This is an optimization exercise on Yosys and OpenROAD, whose aim is a short achievable clock period and few clock cycles, not a production implementation. At most, simulation tests tie the RTL to the original design; equivalence was not proved. Power and IR drop assume default switching activity.

==> flow/design.v <==
`timescale 1ns/100ps
`default_nettype none
module MU0_inv   (input wire a, output wire y);           assign y = ~a; endmodule
module MU0_nand2 (input wire a, b, output wire y);        assign y = ~(a & b); endmodule
module MU0_nor2  (input wire a, b, output wire y);        assign y = ~(a | b); endmodule
module MU0_aoi21 (input wire a1, a2, b1, output wire y);  assign y = ~((a1 & a2) | b1); endmodule
module MU0_oai21 (input wire a1, a2, b1, output wire y);  assign y = ~((a1 | a2) & b1); endmodule
module MU0_xnor2 (input wire a, b, output wire y);        assign y = ~(a ^ b); endmodule
module MU0_mux2  (input wire a0, a1, s, output wire y);   assign y = s ? a1 : a0; endmodule
`default_nettype wire
`timescale 1ns/100ps
`default_nettype none
module MU0 (
           input  wire         Clk,
           input  wire         Reset,
           input  wire [15:0]  Din,
           output wire         Rd,
           output wire         Wr,
           output wire [11:0]  Addr,
           output wire [15:0]  Dout,
           output wire         Halted
	   );
reg        fetch_r, oper_r, stop_r;
reg        halt_r;
reg [11:0] addr_r;    
reg [11:0] pc_r;      
reg [11:0] ret_r;     
reg        rd_r, wr_r;
reg [15:0] acc;
reg [15:0] dout_r;    
reg        nz_r;      
reg        lda_r;     
reg [15:0] x_r;       
reg [15:0] k_r;       
wire [2:0]  op = Din[14:12];
wire [11:0] s  = Din[11:0];
wire [11:0] addr_inc = pc_r + 12'd1;
wire        is_lda = (op == 3'd0);
wire        is_sub = (op == 3'd3);
wire        fetch  = fetch_r;
wire to_s;
wire [11:0] addr_next;
assign to_s = ~op[2] | (op == 3'd4) |
            (op == 3'd5 & ~acc[15]) |
            (op == 3'd6 & nz_r);
assign addr_next = fetch ? (to_s ? s : addr_inc) : ret_r;
wire [15:0] gn0, pn0, g1, p1, gn2, pn2, g3, p3, gn4;
genvar i;
generate
  for (i = 0; i < 16; i = i + 1) begin : pfx
    MU0_nand2 l0g (.a(x_r[i]), .b(Din[i]), .y(gn0[i]));
    MU0_nor2  l0p (.a(x_r[i]), .b(Din[i]), .y(pn0[i]));
    if (i >= 1) begin : l1
      MU0_oai21 g (.a1(pn0[i]), .a2(gn0[i-1]), .b1(gn0[i]), .y(g1[i]));
    end else begin : l1
      MU0_inv   g (.a(gn0[i]), .y(g1[i]));
    end
    if (i >= 2) begin : l1p
      MU0_nor2  p (.a(pn0[i]), .b(pn0[i-1]), .y(p1[i]));
    end else begin : l1p
      assign p1[i] = 1'b0;
    end
    if (i >= 2) begin : l2
      MU0_aoi21 g (.a1(p1[i]), .a2(g1[i-2]), .b1(g1[i]), .y(gn2[i]));
    end else begin : l2
      MU0_inv   g (.a(g1[i]), .y(gn2[i]));
    end
    if (i >= 4) begin : l2p
      MU0_nand2 p (.a(p1[i]), .b(p1[i-2]), .y(pn2[i]));
    end else begin : l2p
      assign pn2[i] = 1'b1;
    end
    if (i >= 4) begin : l3
      MU0_oai21 g (.a1(pn2[i]), .a2(gn2[i-4]), .b1(gn2[i]), .y(g3[i]));
    end else begin : l3
      MU0_inv   g (.a(gn2[i]), .y(g3[i]));
    end
    if (i >= 8) begin : l3p
      MU0_nor2  p (.a(pn2[i]), .b(pn2[i-4]), .y(p3[i]));
    end else begin : l3p
      assign p3[i] = 1'b0;
    end
    if (i >= 8) begin : l4
      MU0_aoi21 g (.a1(p3[i]), .a2(g3[i-8]), .b1(g3[i]), .y(gn4[i]));
    end else begin : l4
      MU0_inv   g (.a(g3[i]), .y(gn4[i]));
    end
  end
endgenerate
wire [15:0] h = acc ^ Din;
wire [15:0] a = ~oper_r ? acc : lda_r ? Din : h;
wire [15:0] acc_next;
assign acc_next[0] = a[0];
generate
  for (i = 1; i < 16; i = i + 1) begin : fin
    MU0_xnor2 x (.a(a[i]), .b(gn4[i-1]), .y(acc_next[i]));
  end
endgenerate
wire        res_nz = |(Din ^ k_r);
wire [15:0] on1, o2, on3, o4;
generate
  for (i = 0; i < 16; i = i + 1) begin : nor_pfx
    if (i >= 1) begin : l1
      MU0_nor2  g (.a(acc[i]), .b(acc[i-1]), .y(on1[i]));
    end else begin : l1
      MU0_inv   g (.a(acc[i]), .y(on1[i]));
    end
    if (i >= 2) begin : l2
      MU0_nand2 g (.a(on1[i]), .b(on1[i-2]), .y(o2[i]));
    end else begin : l2
      MU0_inv   g (.a(on1[i]), .y(o2[i]));
    end
    if (i >= 4) begin : l3
      MU0_nor2  g (.a(o2[i]), .b(o2[i-4]), .y(on3[i]));
    end else begin : l3
      MU0_inv   g (.a(o2[i]), .y(on3[i]));
    end
    if (i >= 8) begin : l4
      MU0_nand2 g (.a(on3[i]), .b(on3[i-8]), .y(o4[i]));
    end else begin : l4
      MU0_inv   g (.a(on3[i]), .y(o4[i]));
    end
  end
endgenerate
wire [15:0] acc_neg = acc ^ {o4[14:0], 1'b0};
always @(posedge Clk) begin
  k_r    <= is_lda ? 16'd0 : is_sub ? acc : acc_neg;
  lda_r  <= fetch & is_lda;
  ret_r  <= addr_inc;
  dout_r <= acc;
end
always @(posedge Clk) begin
  x_r <= (~Reset & fetch & ~op[2] & op[1]) ? acc ^ {16{is_sub}} : 16'd0;
  if (Reset) begin
    addr_r <= 12'd0;
    rd_r   <= 1'b1;
    halt_r <= 1'b0;
  end else begin
    if (~stop_r)
      addr_r <= addr_next;
    if (fetch)
      rd_r <= ~((op == 3'd1) | (op == 3'd7));
    else if (~stop_r)
      rd_r <= 1'b1;
    halt_r <= halt_r | (fetch & (op == 3'd7));
  end
end
always @(posedge Clk)
  if (Reset) begin
    fetch_r <= 1'b1;
    oper_r  <= 1'b0;
  end else begin
    fetch_r <= fetch_r ? (op[2] & (op != 3'd7)) : ~stop_r;
    oper_r  <= fetch_r & ~op[2] & (op != 3'd1);
  end
always @(posedge Clk or posedge Reset)
  if (Reset) begin
    stop_r  <= 1'b0;
    pc_r    <= 12'd0;
    wr_r    <= 1'b0;
    acc     <= 16'd0;
    nz_r    <= 1'b0;
  end else begin
    acc <= acc_next;
    if (oper_r)
      nz_r <= res_nz;
    wr_r   <= fetch & (op == 3'd1);
    stop_r <= stop_r | (fetch & (op == 3'd7));
    if (~stop_r)
      pc_r <= addr_next;
  end
assign Addr   = addr_r;
assign Rd     = rd_r;
assign Wr     = wr_r;
assign Dout   = dout_r;
assign Halted = halt_r;
endmodule
`default_nettype wire
Settings: LEC_CHECK=0, CAP_MARGIN=20, CORE_MARGIN=2, CORE_UTILIZATION=40, SETUP_SLACK_MARGIN=2.5, SLEW_MARGIN=20, SYNTH_HIERARCHICAL=1, SYNTH_MINIMUM_KEEP_SIZE=0; clock period 4.0 ns.
run.sh (not shown) runs the stock make flow with config.mk's settings and CLKGATE_MAP_FILE= SYNTH_SCRIPT=/design/flow/synth_recipe.tcl, a recipe that flattens the netlist after the stock synthesis.
Testbench counts at the start, summed over its fixed seeds: cycles 83,782.
Edit:
--- a/flow/design.v
+++ b/flow/design.v
@@ -24,5 +24,4 @@
 reg        halt_r;
 reg [11:0] addr_r;    
-reg [11:0] pc_r;      
 reg [11:0] ret_r;     
 reg        rd_r, wr_r;
@@ -35,14 +34,11 @@
 wire [2:0]  op = Din[14:12];
 wire [11:0] s  = Din[11:0];
-wire [11:0] addr_inc = pc_r + 12'd1;
+wire [11:0] addr_inc = addr_r + 12'd1;
 wire        is_lda = (op == 3'd0);
 wire        is_sub = (op == 3'd3);
 wire        fetch  = fetch_r;
-wire to_s;
-wire [11:0] addr_next;
-assign to_s = ~op[2] | (op == 3'd4) |
+wire to_s = ~op[2] | (op == 3'd4) |
             (op == 3'd5 & ~acc[15]) |
             (op == 3'd6 & nz_r);
-assign addr_next = fetch ? (to_s ? s : addr_inc) : ret_r;
 wire [15:0] gn0, pn0, g1, p1, gn2, pn2, g3, p3, gn4;
 genvar i;
@@ -135,13 +131,10 @@
     addr_r <= 12'd0;
     rd_r   <= 1'b1;
-    halt_r <= 1'b0;
-  end else begin
-    if (~stop_r)
-      addr_r <= addr_next;
-    if (fetch)
-      rd_r <= ~((op == 3'd1) | (op == 3'd7));
-    else if (~stop_r)
-      rd_r <= 1'b1;
-    halt_r <= halt_r | (fetch & (op == 3'd7));
+  end else if (fetch) begin
+    addr_r <= to_s ? s : addr_inc;
+    rd_r   <= ~((op == 3'd1) | (op == 3'd7));
+  end else if (~stop_r) begin
+    addr_r <= ret_r;
+    rd_r   <= 1'b1;
   end
 end
@@ -150,12 +143,13 @@
     fetch_r <= 1'b1;
     oper_r  <= 1'b0;
+    stop_r  <= 1'b0;
   end else begin
     fetch_r <= fetch_r ? (op[2] & (op != 3'd7)) : ~stop_r;
     oper_r  <= fetch_r & ~op[2] & (op != 3'd1);
+    stop_r  <= stop_r | (fetch_r & (op == 3'd7));
   end
 always @(posedge Clk or posedge Reset)
   if (Reset) begin
-    stop_r  <= 1'b0;
-    pc_r    <= 12'd0;
+    halt_r  <= 1'b0;
     wr_r    <= 1'b0;
     acc     <= 16'd0;
@@ -166,7 +160,5 @@
       nz_r <= res_nz;
     wr_r   <= fetch & (op == 3'd1);
-    stop_r <= stop_r | (fetch & (op == 3'd7));
-    if (~stop_r)
-      pc_r <= addr_next;
+    halt_r <= halt_r | (fetch & (op == 3'd7));
   end
 assign Addr   = addr_r;
Wire length is lower by roughly a tenth.
Worst setup slack loses 20 ps.
Final area is lower by a few percent.
Synthesized cell count is lower by roughly a tenth.
Non-clock buffer count grows by 20.
Only the layout flow was run in the second run of this note; the RTL was not checked for function there.

---

Another version of the RTL of MU0 (not shown whole).
Size in the first run: ~450 cells after synthesis, about 76 flip-flops, about 49 I/O pins, roughly 4300 sq um of cells after synthesis.
==> module MU0, before the edit <==
module MU0 (
           input  wire         Clk,
           input  wire         Reset,
           input  wire [15:0]  Din,
           output wire         Rd,
           output wire         Wr,
           output wire [11:0]  Addr,
           output wire [15:0]  Dout,
           output wire         Halted
	   );
localparam S_FETCH = 2'd0;   
localparam S_OPER  = 2'd1;   
localparam S_STORE = 2'd2;   
localparam S_HALT  = 2'd3;   
reg [1:0]  state;
reg [11:0] pc;        
reg [11:0] addr_r;
reg        rd_r, wr_r, halted_r;
reg [15:0] acc;
wire [2:0]  op = Din[14:12];
wire [11:0] s  = Din[11:0];
wire [11:0] pc_inc = pc + 12'd1;
wire taken = (op == 3'd4) |
             (op == 3'd5 & ~acc[15]) |
             (op == 3'd6 & (|acc));
reg  [15:0] x_r, y_r;
wire [15:0] x = x_r;
wire [15:0] g0 = x & Din;
wire [15:0] p0 = x ^ Din;
wire [15:0] g1, p1, g2, p2, g3, p3, g4;
genvar i;
generate
  for (i = 0; i < 16; i = i + 1) begin : pfx
    if (i >= 1) begin
      assign g1[i] = g0[i] | (p0[i] & g0[i-1]);
      assign p1[i] = p0[i] & p0[i-1];
    end else begin
      assign g1[i] = g0[i];
      assign p1[i] = p0[i];
    end
    if (i >= 2) begin
      assign g2[i] = g1[i] | (p1[i] & g1[i-2]);
      assign p2[i] = p1[i] & p1[i-2];
    end else begin
      assign g2[i] = g1[i];
      assign p2[i] = p1[i];
    end
    if (i >= 4) begin
      assign g3[i] = g2[i] | (p2[i] & g2[i-4]);
      assign p3[i] = p2[i] & p2[i-4];
    end else begin
      assign g3[i] = g2[i];
      assign p3[i] = p2[i];
    end
    if (i >= 8) begin
      assign g4[i] = g3[i] | (p3[i] & g3[i-8]);
    end else begin
      assign g4[i] = g3[i];
    end
  end
endgenerate
wire [15:0] sum = y_r ^ Din ^ {g4[14:0], 1'b0};
always @(posedge Clk) begin
  x_r <= (op == 3'd0) ? 16'd0 : (op == 3'd3) ? ~acc : acc;
  y_r <= (op == 3'd0) ? 16'd0 : acc;
end
always @(posedge Clk or posedge Reset)
  if (Reset) begin
    state    <= S_FETCH;
    pc       <= 12'd0;
    addr_r   <= 12'd0;
    rd_r     <= 1'b1;
    wr_r     <= 1'b0;
    halted_r <= 1'b0;
    acc      <= 16'd0;
  end else begin
    case (state)
      S_FETCH: begin
        case (op)
          3'd0, 3'd2, 3'd3: begin
            state  <= S_OPER;
            addr_r <= s;
            pc     <= pc_inc;
            rd_r   <= 1'b1;
            wr_r   <= 1'b0;
          end
          3'd1: begin
            state  <= S_STORE;
            addr_r <= s;
            pc     <= pc_inc;
            rd_r   <= 1'b0;
            wr_r   <= 1'b1;
          end
          3'd7: begin
            state    <= S_HALT;
            rd_r     <= 1'b0;
            wr_r     <= 1'b0;
            halted_r <= 1'b1;
          end
          default: begin
            addr_r <= taken ? s : pc_inc;
            pc     <= taken ? s : pc_inc;
            rd_r   <= 1'b1;
            wr_r   <= 1'b0;
          end
        endcase
      end
      S_OPER: begin
        acc    <= sum;
        state  <= S_FETCH;
        addr_r <= pc;
        rd_r   <= 1'b1;
        wr_r   <= 1'b0;
      end
      S_STORE: begin
        state  <= S_FETCH;
        addr_r <= pc;
        rd_r   <= 1'b1;
        wr_r   <= 1'b0;
      end
      default: ;
    endcase
  end
assign Addr   = addr_r;
assign Rd     = rd_r;
assign Wr     = wr_r;
assign Dout   = acc;
assign Halted = halted_r;
endmodule
make LEC_CHECK=0 ABC_CLOCK_PERIOD_IN_PS=1000 CAP_MARGIN=20 CORE_MARGIN=2 CORE_UTILIZATION=40 SETUP_SLACK_MARGIN=2.5 SLEW_MARGIN=20 finish   # period 4.0 ns
==> next run, changes <==
--- a/flow/design.v
+++ b/flow/design.v
@@ -19,14 +19,14 @@
 reg [11:0] addr_r;
 reg        rd_r, wr_r, halted_r;
 reg [15:0] acc;
+reg        op_lda, op_sub;   
 wire [2:0]  op = Din[14:12];
 wire [11:0] s  = Din[11:0];
 wire [11:0] pc_inc = pc + 12'd1;
 wire taken = (op == 3'd4) |
              (op == 3'd5 & ~acc[15]) |
              (op == 3'd6 & (|acc));
-reg  [15:0] x_r, y_r;
-wire [15:0] x = x_r;
+wire [15:0] x = op_lda ? 16'd0 : (acc ^ {16{op_sub}});
 wire [15:0] g0 = x & Din;
 wire [15:0] p0 = x ^ Din;
 wire [15:0] g1, p1, g2, p2, g3, p3, g4;
@@ -61,11 +61,7 @@
     end
   end
 endgenerate
-wire [15:0] sum = y_r ^ Din ^ {g4[14:0], 1'b0};
-always @(posedge Clk) begin
-  x_r <= (op == 3'd0) ? 16'd0 : (op == 3'd3) ? ~acc : acc;
-  y_r <= (op == 3'd0) ? 16'd0 : acc;
-end
+wire [15:0] sum = p0 ^ {g4[14:0], 1'b0};
 always @(posedge Clk or posedge Reset)
   if (Reset) begin
     state    <= S_FETCH;
@@ -75,9 +71,13 @@
     wr_r     <= 1'b0;
     halted_r <= 1'b0;
     acc      <= 16'd0;
+    op_lda   <= 1'b0;
+    op_sub   <= 1'b0;
   end else begin
     case (state)
       S_FETCH: begin
+        op_lda <= (op == 3'd0);
+        op_sub <= (op == 3'd3);
         case (op)
           3'd0, 3'd2, 3'd3: begin
             state  <= S_OPER;
@@ -108,7 +108,7 @@
         endcase
       end
       S_OPER: begin
-        acc    <= sum;
+        acc    <= sum ^ {16{op_sub}};
         state  <= S_FETCH;
         addr_r <= pc;
         rd_r   <= 1'b1;
Result: Count of clock-buffer cells in the layout went down by 6; critical path depth rose by 4; via count came out lower by a few percent; clock power decreases by well over a third; routed wire length came out lower by a little under a tenth; non-clock buffer count came out lower by 17; cell area went down by roughly a tenth; worst setup slack gets worse by 0.94 ns; total power grows by a little under a tenth.
No run of this note included a check of the RTL's function; only the layout flow was run.

[re-timing with driven ports]
How much do the figures lean on ideal ports? The routed layouts below were timed once more, with nothing changed but the port constraints.
Step 1 (the two cells are an assumption about what drives the block):
set clk [get_ports {Clk}]
set_driving_cell -lib_cell sky130_fd_sc_hd__clkbuf_16 $clk
set_driving_cell -lib_cell sky130_fd_sc_hd__buf_2 [delete_from_list [all_inputs] $clk]
Step 2, shift: input delay + t, output delay - t, t = (earliest + latest rising clock arrival at the registers) / 2. This alone moves slack from input paths to output paths.
Three values: no drivers, after step 1, after step 2; two values: the first two.
run	t (ns)	setup slack, ns	worst setup path after step 2	worst slew at a driven data input, ns	cell pins on the clock port's net
the first run of note 1	0.392	2.352 / 2.312 / 1.992	input to register	0.08	1
the second run of note 1	0.391	2.332 / 2.294 / 1.973	input to register	0.07	1
the first run of note 2	0.379	1.968 / 1.961 / 1.582	input to register	0.06	1
the second run of note 2	0.336	1.030 / 1.030 / 0.857	input to register	0.05	1
After both steps every run listed still meets setup and hold. For the first run of note 2, which loses most, drivers alone change the setup slack by -0.007 ns; drivers and shift together by -0.386 ns.
